This is an optimization exercise on Yosys and OpenROAD, whose aim is small area, a short achievable clock period and few clock cycles per item, not a production implementation. Power is estimated from default activity; no workload was simulated.

## Neuron
module Neuron (
 input clk,
 input GlobalReset,             
 input Input_Valid,             
 input [11:0] Bias,             
 output Idle,
 input [335:0] Row_Wgt,         
 input [27:0] Row_Pix,          
 output Row_Ready,              
 output [18:0] NeuronOutput,
 output OutputReady);
reg busy;
reg take_r;
reg [5:0] cyc;       
reg o_OutputReady;
wire start = Input_Valid & ~busy;
wire take = start | take_r;
assign Idle = ~busy;
assign Row_Ready = take;
assign OutputReady = o_OutputReady;
reg [1:0] vld_r;    
always @(posedge clk or negedge GlobalReset) begin
  if (!GlobalReset) begin
    busy <= 1'b0;
    take_r <= 1'b0;
    cyc <= 6'd0;
    o_OutputReady <= 1'b0;
    vld_r <= 0;
  end else begin
    vld_r <= {vld_r[0:0], take};
    if (start) begin
      busy <= 1'b1;
      take_r <= 1'b1;
      cyc <= 6'd1;
      o_OutputReady <= 1'b0;
    end else if (busy) begin
      cyc <= cyc + 6'd1;
      if (cyc == 6'd27)
        take_r <= 1'b0;
      if (cyc == 6'd30) begin
        busy <= 1'b0;
        o_OutputReady <= 1'b1;
      end
    end
  end
end
wire [11:0] pp [0:27];
genvar g;
generate
for (g = 0; g < 28; g = g + 1) begin : PP
  assign pp[g] = ~(Row_Wgt[12*g +: 12] & {12{Row_Pix[g]}});
end
endgenerate
wire s0l0_fs0;
wire s0l0_fc0;
wire s0l0_fs1;
wire s0l0_fc1;
wire s0l0_fs2;
wire s0l0_fc2;
wire s0l0_fs3;
wire s0l0_fc3;
wire s0l0_fs4;
wire s0l0_fc4;
wire s0l0_fs5;
wire s0l0_fc5;
wire s0l0_fs6;
wire s0l0_fc6;
wire s0l0_fs7;
wire s0l0_fc7;
wire s0l0_fs8;
wire s0l0_fc8;
wire s0l0_fs9;
wire s0l0_fc9;
wire s0l0_fs10;
wire s0l0_fc10;
wire s0l0_fs11;
wire s0l0_fc11;
wire s0l0_fs12;
wire s0l0_fc12;
wire s0l0_fs13;
wire s0l0_fc13;
wire s0l0_fs14;
wire s0l0_fc14;
wire s0l0_fs15;
wire s0l0_fc15;
wire s0l0_fs16;
wire s0l0_fc16;
wire s0l0_fs17;
wire s0l0_fc17;
wire s0l0_fs18;
wire s0l0_fc18;
wire s0l0_fs19;
wire s0l0_fc19;
wire s0l0_fs20;
wire s0l0_fc20;
wire s0l0_fs21;
wire s0l0_fc21;
wire s0l0_fs22;
wire s0l0_fc22;
wire s0l0_fs23;
wire s0l0_fc23;
wire s0l0_fs24;
wire s0l0_fc24;
wire s0l0_fs25;
wire s0l0_fc25;
wire s0l0_fs26;
wire s0l0_fc26;
wire s0l0_fs27;
wire s0l0_fc27;
wire s0l0_fs28;
wire s0l0_fc28;
wire s0l0_fs29;
wire s0l0_fc29;
wire s0l0_fs30;
wire s0l0_fc30;
wire s0l0_fs31;
wire s0l0_fc31;
wire s0l0_fs32;
wire s0l0_fc32;
wire s0l0_fs33;
wire s0l0_fc33;
wire s0l0_fs34;
wire s0l0_fc34;
  ...
clock: 4.0 ns
lec_check: 0
cap_margin: 20
core_margin: 2
core_utilization: 40
cts_buf_list: sky130_fd_sc_hd__clkbuf_8
cts_cluster_diameter: 60
cts_cluster_size: 16
place_density: 0.6
setup_slack_margin: 1.6
slew_margin: 20
synth_hierarchical: 1
synth_minimum_keep_size: 0
standard.sh (not shown) runs the stock make flow with config.mk's settings and CLKGATE_MAP_FILE= SYNTH_SCRIPT=/design/flow/synth_recipe.tcl, a recipe that flattens the netlist after the stock synthesis.
==> flow/flow/run.sh <==
#!/bin/bash
# The standard layout (the standard.sh: standard synthesis, then ORFS to
# finish), with the ports buffered by sky130_fd_sc_hd__buf_1 cells instead of
# the delay buffers buffer_ports picks by default. Make's output goes to
# flow.log; each ORFS step keeps its own log under orfs/logs/.
set -euo pipefail
bash standard.sh "BUFFER_PORTS_ARGS=-buffer_cell sky130_fd_sc_hd__buf_1" finish > flow.log 2>&1
The first run finished with timing, DRC and antenna clean.
Rerun with:
Settings changed: CTS_BUF_LIST sky130_fd_sc_hd__clkbuf_8 to sky130_fd_sc_hd__clkbuf_4, CTS_CLUSTER_DIAMETER 60 to 40, CTS_CLUSTER_SIZE 16 to 10.
What happened: Wire length decreases by 0.75%; area after synthesis does not change; global-route usage increases by 0.22 points; total power increases by 4.6%; setup slack is better by 3.6 ps; final area increases by 0.49%; final cell count increases by 1.4%; core utilization increases by 0.24 points; non-clock buffer count decreases by 4.
Rerun with:
Settings changed: CTS_BUF_LIST sky130_fd_sc_hd__clkbuf_4 to default, CTS_CLUSTER_DIAMETER 40 to default, CTS_CLUSTER_SIZE 10 to default, SETUP_SLACK_MARGIN 1.6 to 1.3.
Result: Register-to-register slack barely changes. Final area went down by 1.1%. Routed wire length stays flat. Clock-buffer cell count fell by 16. Maximum frequency falls by 7.8%. Total power rose by 1.7%. Final cell count fell by 0.88%.
Rerun with:
Settings changed: SETUP_SLACK_MARGIN 1.3 to 1.6.
=> The new run completed without violations. Wire length went up by a little under a tenth. Global-route usage came out higher by 0.29 points. Hold slack is better by 23 ps. Clock power fell by a few percent.
Rerun with:
Settings changed: CTS_CLUSTER_DIAMETER from default to 100, CTS_CLUSTER_SIZE from default to 30.
=> Worst hold slack gains 11 ps. Maximum frequency stays flat. Wire length went down by a few percent. First-iteration DRC count went up by a little under a tenth. Cell count goes down slightly. Clock power shrinks by a quarter to a third. Register-to-register slack is about the same.
No run of this note included a check of the RTL's function; only the layout flow was run.

re-timing with driven ports:
Ports are ideal in the flow. The routed layouts listed here were re-timed in OpenROAD. Step 1 sets driving cells, clkbuf_16 on the clock port and buf_2 on the other inputs (assumed; they add their load-dependent delay and slew). Step 2 times the ports against the registers' clock, not the clock port: input delays grow and output delays shrink by t, the midpoint of the rising clock arrivals with the driver on. Slacks: ideal ports / drivers / drivers and shift; pairs: ideal ports / drivers.
| run | shift t [ns] | slack for setup (ns) | worst setup path at the end | worst register clock-pin slew, ns |
|---|---|---|---|---|
| the first run | 0.555 | 1.570 / 1.592 / 1.036 | input to register | 0.10 / 0.10 |
| the second run | 0.633 | 1.574 / 1.588 / 0.955 | input to register | 0.12 / 0.12 |
| the third run | 0.550 | 1.369 / 1.388 / 0.837 | input to register | 0.07 / 0.07 |
| the fourth run | 0.543 | 1.568 / 1.578 / 1.035 | input to register | 0.07 / 0.07 |
| the fifth run | 0.510 | 1.574 / 1.596 / 1.086 | input to register | 0.12 / 0.12 |
After both steps every run listed still meets setup and hold. For the second run, which loses most, drivers alone change the setup slack by +0.014 ns; drivers and shift together by -0.619 ns.
